This is an optimization exercise on Yosys and OpenROAD, whose aim is small area and a short achievable clock period, not a production implementation. At most, simulation tests tie the RTL to the original design; equivalence was not proved.

==> trial 46: inputs <==
==> flow/design.v (excerpt) <==
module SIMD(clk,rst,opcode,funct3,funct7,rd_data1,rd_data2,rd_data3,w_add,immed,instrc_add,wr_add,wr_data);
clock: 10.6 ns
lec_check: 0
cap_margin: 20
core_margin: 2
core_utilization: 65
setup_slack_margin: 4
slew_margin: 20
synth_hierarchical: 1
synth_minimum_keep_size: 0
run.sh (not shown) runs the stock make flow with config.mk's settings and CLKGATE_MAP_FILE= SYNTH_SCRIPT=/design/flow/synth_recipe.tcl, a recipe that flattens the netlist after the stock synthesis.
==> build 10: changes against trial 46 <==
--- a/flow/config.mk
+++ b/flow/config.mk
@@ -8,5 +8,5 @@
 export CAP_MARGIN = 20
 export CORE_MARGIN = 2
-export CORE_UTILIZATION = 65
+export CORE_UTILIZATION = 40
 export SETUP_SLACK_MARGIN = 4
 export SLEW_MARGIN = 20
==> trial 87: changes against trial 46 <==
--- a/flow/config.mk
+++ b/flow/config.mk
@@ -6,7 +6,8 @@
 export NUM_CORES = 4
 export LEC_CHECK = 0
+export ABC_AREA = 1
 export CAP_MARGIN = 20
 export CORE_MARGIN = 2
-export CORE_UTILIZATION = 65
+export CORE_UTILIZATION = 60
 export SETUP_SLACK_MARGIN = 4
 export SLEW_MARGIN = 20
==> impl_metrics.tcl <==
set metrics [dict create \
    status "no timing/DRC/antenna violations" \
    synth.most_common_cell "fa_1" \
    tap_cells 442 \
    grt_max_degree 54 \
    worst-path-buf-inv 5 \
]
# the run above: build 10

==> impl_metrics.tcl <==
set metrics [dict create \
    period_needed_ps 6610 \
    tap_cells 319 \
    wl_per_cell_um 22.73 \
    status "no timing/DRC/antenna violations" \
    worst-path-buf-inv 3 \
]
# the run above: trial 87

==> impl_metrics.tcl <==
set metrics [dict create \
    synth_top_area_cell "fa_1" \
    status "no timing/DRC/antenna violations" \
    tap_cells 270 \
    worst-path-buf-inv 2 \
    grt_pass1_vias 12320 \
    wl_met3_mm 6.719 \
    grt_max_degree 54 \
    clk_share 0.01832 \
]
# the run above: trial 46


* * *

==> exp/amber: inputs <==
SIMD, a different RTL version from the one above (not shown whole).
Design SIMD, start of the top module:
module SIMD(clk,rst,opcode,funct3,funct7,rd_data1,rd_data2,rd_data3,w_add,immed,instrc_add,wr_add,wr_data);
clock: 10.6 ns
lec_check: 0
cap_margin: 20
core_margin: 2
core_utilization: 60
cts_buf_list: sky130_fd_sc_hd__clkbuf_4 sky130_fd_sc_hd__clkbuf_8
setup_slack_margin: 4
slew_margin: 20
synth_hierarchical: 1
synth_minimum_keep_size: 0
standard.sh (not shown) runs the stock make flow with config.mk's settings and CLKGATE_MAP_FILE= SYNTH_SCRIPT=/design/flow/synth_recipe.tcl, a recipe that flattens the netlist after the stock synthesis.
==> flow/flow/run.sh <==
#!/bin/bash
# The standard layout with two changes after synthesis (which is the
# standard one, unchanged): the port buffers that placement inserts start as
# buf_1 instead of the default delay buffer, and the resizer may swap a cell
# for one of another footprint.
set -e
bash standard.sh synth > synth.log 2>&1
export BUFFER_PORTS_ARGS="-buffer_cell sky130_fd_sc_hd__buf_1"
bash standard.sh MATCH_CELL_FOOTPRINT=0 finish > layout.log 2>&1
==> exp/juniper: changes against exp/amber <==
--- a/flow/design.v
+++ b/flow/design.v
@@ -673,26 +673,35 @@
 wire lo_P12 = lo_p[8] & lo_P7;
 wire [8:0] lo = {lo_p[8] ^ lo_G7, lo_p[7] ^ lo_G11, lo_p[6] ^ lo_G8, lo_p[5] ^ lo_G10, lo_p[4] ^ lo_G5, lo_p[3] ^ lo_G9, lo_p[2] ^ lo_G1, lo_p[1] ^ lo_g[0], lo_p[0]};
 wire [3:0] hi4 = tx[31:28] + ty[31:28];
 reg [7:0] rlo;
 reg [3:0] rhi;
 reg rc8;
 reg [27:8] rx, ry;
-reg [5:0] rsel;
+reg r16, r8, r4, rh;    
 always @(posedge clk) begin
     rlo <= lo[7:0] | lres[7:0];
     rhi <= hi4;
     rc8 <= lo[8] & p8;
     rx <= tx[27:8] | {12'h000, lres[15:8]};
     ry <= ty[27:8];
-    if (!rst) rsel <= 6'd0;
-    else rsel <= {m4 & hiv, m4 & lov, m8 & hiv, m8 & lov, sel_hi16, sel_lo16};
+    if (!rst) begin
+        r16 <= 1'b0;
+        r8 <= 1'b0;
+        r4 <= 1'b0;
+        rh <= 1'b0;
+    end else begin
+        r16 <= sel_lo16 | sel_hi16;
+        r8 <= m8 & (lov | hiv);
+        r4 <= m4 & (lov | hiv);
+        rh <= sel_hi16 | hiv;
+    end
 end
-wire r_k8 = ~(rsel[4] | rsel[5]);    
-wire r_k16 = rsel[0] | rsel[1];      
+wire r_k8 = ~r4;     
+wire r_k16 = r16;    
 wire [23:0] gx = {1'b0, rx[27:24], r_k8, rx[23:16], r_k16, rx[15:8], rc8};
 wire [23:0] gy = {1'b0, ry[27:24], 1'b0, ry[23:16], 1'b0, ry[15:8], rc8};
 wire [23:0] gs_g, gs_p;
 assign gs_g[0] = gx[0] & gy[0];
 assign gs_p[0] = gx[0] ^ gy[0];
 assign gs_g[1] = gx[1] & gy[1];
 assign gs_p[1] = gx[1] ^ gy[1];
@@ -821,18 +830,18 @@
 wire gs_G40 = gs_g[20] | (gs_p[20] & gs_G25);
 wire gs_P40 = gs_p[20] & gs_P25;
 wire gs_G41 = gs_g[22] | (gs_p[22] & gs_G30);
 wire gs_P41 = gs_p[22] & gs_P30;
 wire [23:0] gs = {gs_p[23] ^ gs_G41, gs_p[22] ^ gs_G30, gs_p[21] ^ gs_G40, gs_p[20] ^ gs_G25, gs_p[19] ^ gs_G39, gs_p[18] ^ gs_G29, gs_p[17] ^ gs_G38, gs_p[16] ^ gs_G22, gs_p[15] ^ gs_G37, gs_p[14] ^ gs_G28, gs_p[13] ^ gs_G36, gs_p[12] ^ gs_G24, gs_p[11] ^ gs_G35, gs_p[10] ^ gs_G27, gs_p[9] ^ gs_G34, gs_p[8] ^ gs_G19, gs_p[7] ^ gs_G33, gs_p[6] ^ gs_G26, gs_p[5] ^ gs_G32, gs_p[4] ^ gs_G13, gs_p[3] ^ gs_G31, gs_p[2] ^ gs_G1, gs_p[1] ^ gs_g[0], gs_p[0]};
 wire [3:0] top = rhi + {3'b000, gs[23]};
 wire [31:0] P = {top, gs[22:19], gs[17:10], gs[8:1], rlo};
-wire [15:0] res = ({16{rsel[0]}} & P[15:0]) | ({16{rsel[1]}} & P[31:16]) |
-                  ({16{rsel[2]}} & {P[23:16], P[7:0]}) | ({16{rsel[3]}} & {P[31:24], P[15:8]}) |
-                  ({16{rsel[4]}} & {P[27:24], P[19:16], P[11:8], P[3:0]}) |
-                  ({16{rsel[5]}} & {P[31:28], P[23:20], P[15:12], P[7:4]});
+wire [15:0] res = ({16{r16 & ~rh}} & P[15:0]) | ({16{r16 & rh}} & P[31:16]) |
+                  ({16{r8 & ~rh}} & {P[23:16], P[7:0]}) | ({16{r8 & rh}} & {P[31:24], P[15:8]}) |
+                  ({16{r4 & ~rh}} & {P[27:24], P[19:16], P[11:8], P[3:0]}) |
+                  ({16{r4 & rh}} & {P[31:28], P[23:20], P[15:12], P[7:4]});
 assign wr_data = res;
 endmodule
 module SIMD_fa(input a, input b, input c, output s, output co);
 assign s = a ^ b ^ c;
 assign co = (a & b) | (c & (a ^ b));
 endmodule
 module SIMD_ha(input a, input b, output s, output co);
Settings changed: CTS_BUF_LIST sky130_fd_sc_hd__clkbuf_4 sky130_fd_sc_hd__clkbuf_8 to sky130_fd_sc_hd__clkbuf_8, SETUP_SLACK_MARGIN 4 to 3.8.
==> exp/zinc: changes against exp/amber <==
--- a/flow/design.v
+++ b/flow/design.v
@@ -673,26 +673,35 @@
 wire lo_P12 = lo_p[8] & lo_P7;
 wire [8:0] lo = {lo_p[8] ^ lo_G7, lo_p[7] ^ lo_G11, lo_p[6] ^ lo_G8, lo_p[5] ^ lo_G10, lo_p[4] ^ lo_G5, lo_p[3] ^ lo_G9, lo_p[2] ^ lo_G1, lo_p[1] ^ lo_g[0], lo_p[0]};
 wire [3:0] hi4 = tx[31:28] + ty[31:28];
 reg [7:0] rlo;
 reg [3:0] rhi;
 reg rc8;
 reg [27:8] rx, ry;
-reg [5:0] rsel;
+reg r16, r8, r4, rh;    
 always @(posedge clk) begin
     rlo <= lo[7:0] | lres[7:0];
     rhi <= hi4;
     rc8 <= lo[8] & p8;
     rx <= tx[27:8] | {12'h000, lres[15:8]};
     ry <= ty[27:8];
-    if (!rst) rsel <= 6'd0;
-    else rsel <= {m4 & hiv, m4 & lov, m8 & hiv, m8 & lov, sel_hi16, sel_lo16};
+    if (!rst) begin
+        r16 <= 1'b0;
+        r8 <= 1'b0;
+        r4 <= 1'b0;
+        rh <= 1'b0;
+    end else begin
+        r16 <= sel_lo16 | sel_hi16;
+        r8 <= m8 & (lov | hiv);
+        r4 <= m4 & (lov | hiv);
+        rh <= sel_hi16 | hiv;
+    end
 end
-wire r_k8 = ~(rsel[4] | rsel[5]);    
-wire r_k16 = rsel[0] | rsel[1];      
+wire r_k8 = ~r4;     
+wire r_k16 = r16;    
 wire [23:0] gx = {1'b0, rx[27:24], r_k8, rx[23:16], r_k16, rx[15:8], rc8};
 wire [23:0] gy = {1'b0, ry[27:24], 1'b0, ry[23:16], 1'b0, ry[15:8], rc8};
 wire [23:0] gs_g, gs_p;
 assign gs_g[0] = gx[0] & gy[0];
 assign gs_p[0] = gx[0] ^ gy[0];
 assign gs_g[1] = gx[1] & gy[1];
 assign gs_p[1] = gx[1] ^ gy[1];
@@ -821,18 +830,18 @@
 wire gs_G40 = gs_g[20] | (gs_p[20] & gs_G25);
 wire gs_P40 = gs_p[20] & gs_P25;
 wire gs_G41 = gs_g[22] | (gs_p[22] & gs_G30);
 wire gs_P41 = gs_p[22] & gs_P30;
 wire [23:0] gs = {gs_p[23] ^ gs_G41, gs_p[22] ^ gs_G30, gs_p[21] ^ gs_G40, gs_p[20] ^ gs_G25, gs_p[19] ^ gs_G39, gs_p[18] ^ gs_G29, gs_p[17] ^ gs_G38, gs_p[16] ^ gs_G22, gs_p[15] ^ gs_G37, gs_p[14] ^ gs_G28, gs_p[13] ^ gs_G36, gs_p[12] ^ gs_G24, gs_p[11] ^ gs_G35, gs_p[10] ^ gs_G27, gs_p[9] ^ gs_G34, gs_p[8] ^ gs_G19, gs_p[7] ^ gs_G33, gs_p[6] ^ gs_G26, gs_p[5] ^ gs_G32, gs_p[4] ^ gs_G13, gs_p[3] ^ gs_G31, gs_p[2] ^ gs_G1, gs_p[1] ^ gs_g[0], gs_p[0]};
 wire [3:0] top = rhi + {3'b000, gs[23]};
 wire [31:0] P = {top, gs[22:19], gs[17:10], gs[8:1], rlo};
-wire [15:0] res = ({16{rsel[0]}} & P[15:0]) | ({16{rsel[1]}} & P[31:16]) |
-                  ({16{rsel[2]}} & {P[23:16], P[7:0]}) | ({16{rsel[3]}} & {P[31:24], P[15:8]}) |
-                  ({16{rsel[4]}} & {P[27:24], P[19:16], P[11:8], P[3:0]}) |
-                  ({16{rsel[5]}} & {P[31:28], P[23:20], P[15:12], P[7:4]});
+wire [15:0] res = ({16{r16 & ~rh}} & P[15:0]) | ({16{r16 & rh}} & P[31:16]) |
+                  ({16{r8 & ~rh}} & {P[23:16], P[7:0]}) | ({16{r8 & rh}} & {P[31:24], P[15:8]}) |
+                  ({16{r4 & ~rh}} & {P[27:24], P[19:16], P[11:8], P[3:0]}) |
+                  ({16{r4 & rh}} & {P[31:28], P[23:20], P[15:12], P[7:4]});
 assign wr_data = res;
 endmodule
 module SIMD_fa(input a, input b, input c, output s, output co);
 assign s = a ^ b ^ c;
 assign co = (a & b) | (c & (a ^ b));
 endmodule
 module SIMD_ha(input a, input b, output s, output co);
Settings changed: CORE_UTILIZATION 60 to 55, CTS_BUF_LIST sky130_fd_sc_hd__clkbuf_4 sky130_fd_sc_hd__clkbuf_8 to sky130_fd_sc_hd__clkbuf_8.
==> key figures <==
Run status
  • Outcome: no timing/DRC/antenna violations

Finish
  • Clock-cell share: 0.0141
  • Non-filler cells in the finished layout: ~1,700
  • Commonest non-fill, non-tap cells in the layout: fa_1, nor2_1, nand2_1, buf_1, ha_1

Logic synthesis
  • Post-synthesis mux area share: 0.0155
  • Yosys cell types: between 50 and 60
  • Xor and xnor area share after synthesis: 0.0648

Drt
  • Pre-Repair DR Iteration Count: 7

Worst setup path
  • CP arrival: around 7 ns
The numbers above come from exp/amber.

==> key figures <==
Run status
  • Outcome: no timing/DRC/antenna violations

Finish
  • Clock-cell share: 0.0143
  • Non-filler cells in the finished layout: approximately 1,700
  • Commonest non-fill, non-tap cells in the layout: fa_1, nor2_1, nand2_1, buf_1, ha_1
  • FFs & Latches: 67

Worst setup path
  • Crit Path Max Fanout: 11
  • CP Capture Point: rx[12]$_DFF_P_

Logic synthesis
  • Post-synthesis mux area share: 0.00581
  • Xor and xnor area share after synthesis: 0.0656
  • Yosys cell types: 64

Drt
  • Pre-Repair DR Iteration Count: 5
The numbers above come from exp/zinc.

==> key figures <==
Logic synthesis
  • Yosys cell types: 64
  • Post-synthesis mux area share: 0.00581
  • Xor and xnor area share after synthesis: 0.0656

Drt
  • DRT antenna net count: 0
  • Pre-Repair DR Iteration Count: 5

Finish
  • Commonest non-fill, non-tap cells in the layout: fa_1, nor2_1, nand2_1, buf_1, ha_1
  • Non-filler cells in the finished layout: between 1,500 and 2,000
  • Clock-cell share: 0.0147

Run status
  • Outcome: no timing/DRC/antenna violations

Worst setup path
  • CP arrival: about 7.0 ns

Placed design
  • Placed cells: roughly 1,600
The numbers above come from exp/juniper.

The RTL of exp/amber was laid out without a check of its function.

==> re-timing with driven ports <==
No port has a modelled driver above. Below, the same layouts with a new extraction and two added sets of constraints.
Step 1 assumes that a clkbuf_16 drives the clock port and a buf_2 every other input.
Step 2 adds t to the input delays and takes it off the output delays; t is the mean of the earliest and latest rising clock arrival at the registers after step 1. Input paths then give back, and output paths get back, about the clock's delay inside the block.
Three values: ideal, step 1, step 2; two values: the first two.
run | t (ns) | setup WS [ns] | worst setup path after step 2 | clock arrival spread, ns | slew at the worst register clock pin (ns)
trial 46 | 0.390 | 3.791 / 3.798 / 3.408 | input to register | 0.011 / 0.011 | 0.07 / 0.07
build 10 | 0.379 | 3.795 / 3.787 / 3.408 | input to register | 0.015 / 0.015 | 0.07 / 0.07
trial 87 | 0.396 | 3.990 / 4.018 / 3.622 | input to register | 0.010 / 0.010 | 0.07 / 0.07
exp/amber | 0.436 | 4.063 / 4.064 / 3.628 | input to register | 0.034 / 0.034 | 0.12 / 0.12
exp/juniper | 0.405 | 3.893 / 3.919 / 3.514 | input to register | 0.025 / 0.025 | 0.09 / 0.09
exp/zinc | 0.396 | 4.120 / 4.143 / 3.746 | input to register | 0.025 / 0.025 | 0.09 / 0.09
After both steps setup and hold are still met in every run listed. The setup slack of exp/amber, which loses most, moves by +0.001 ns with the drivers and by -0.435 ns with both steps.
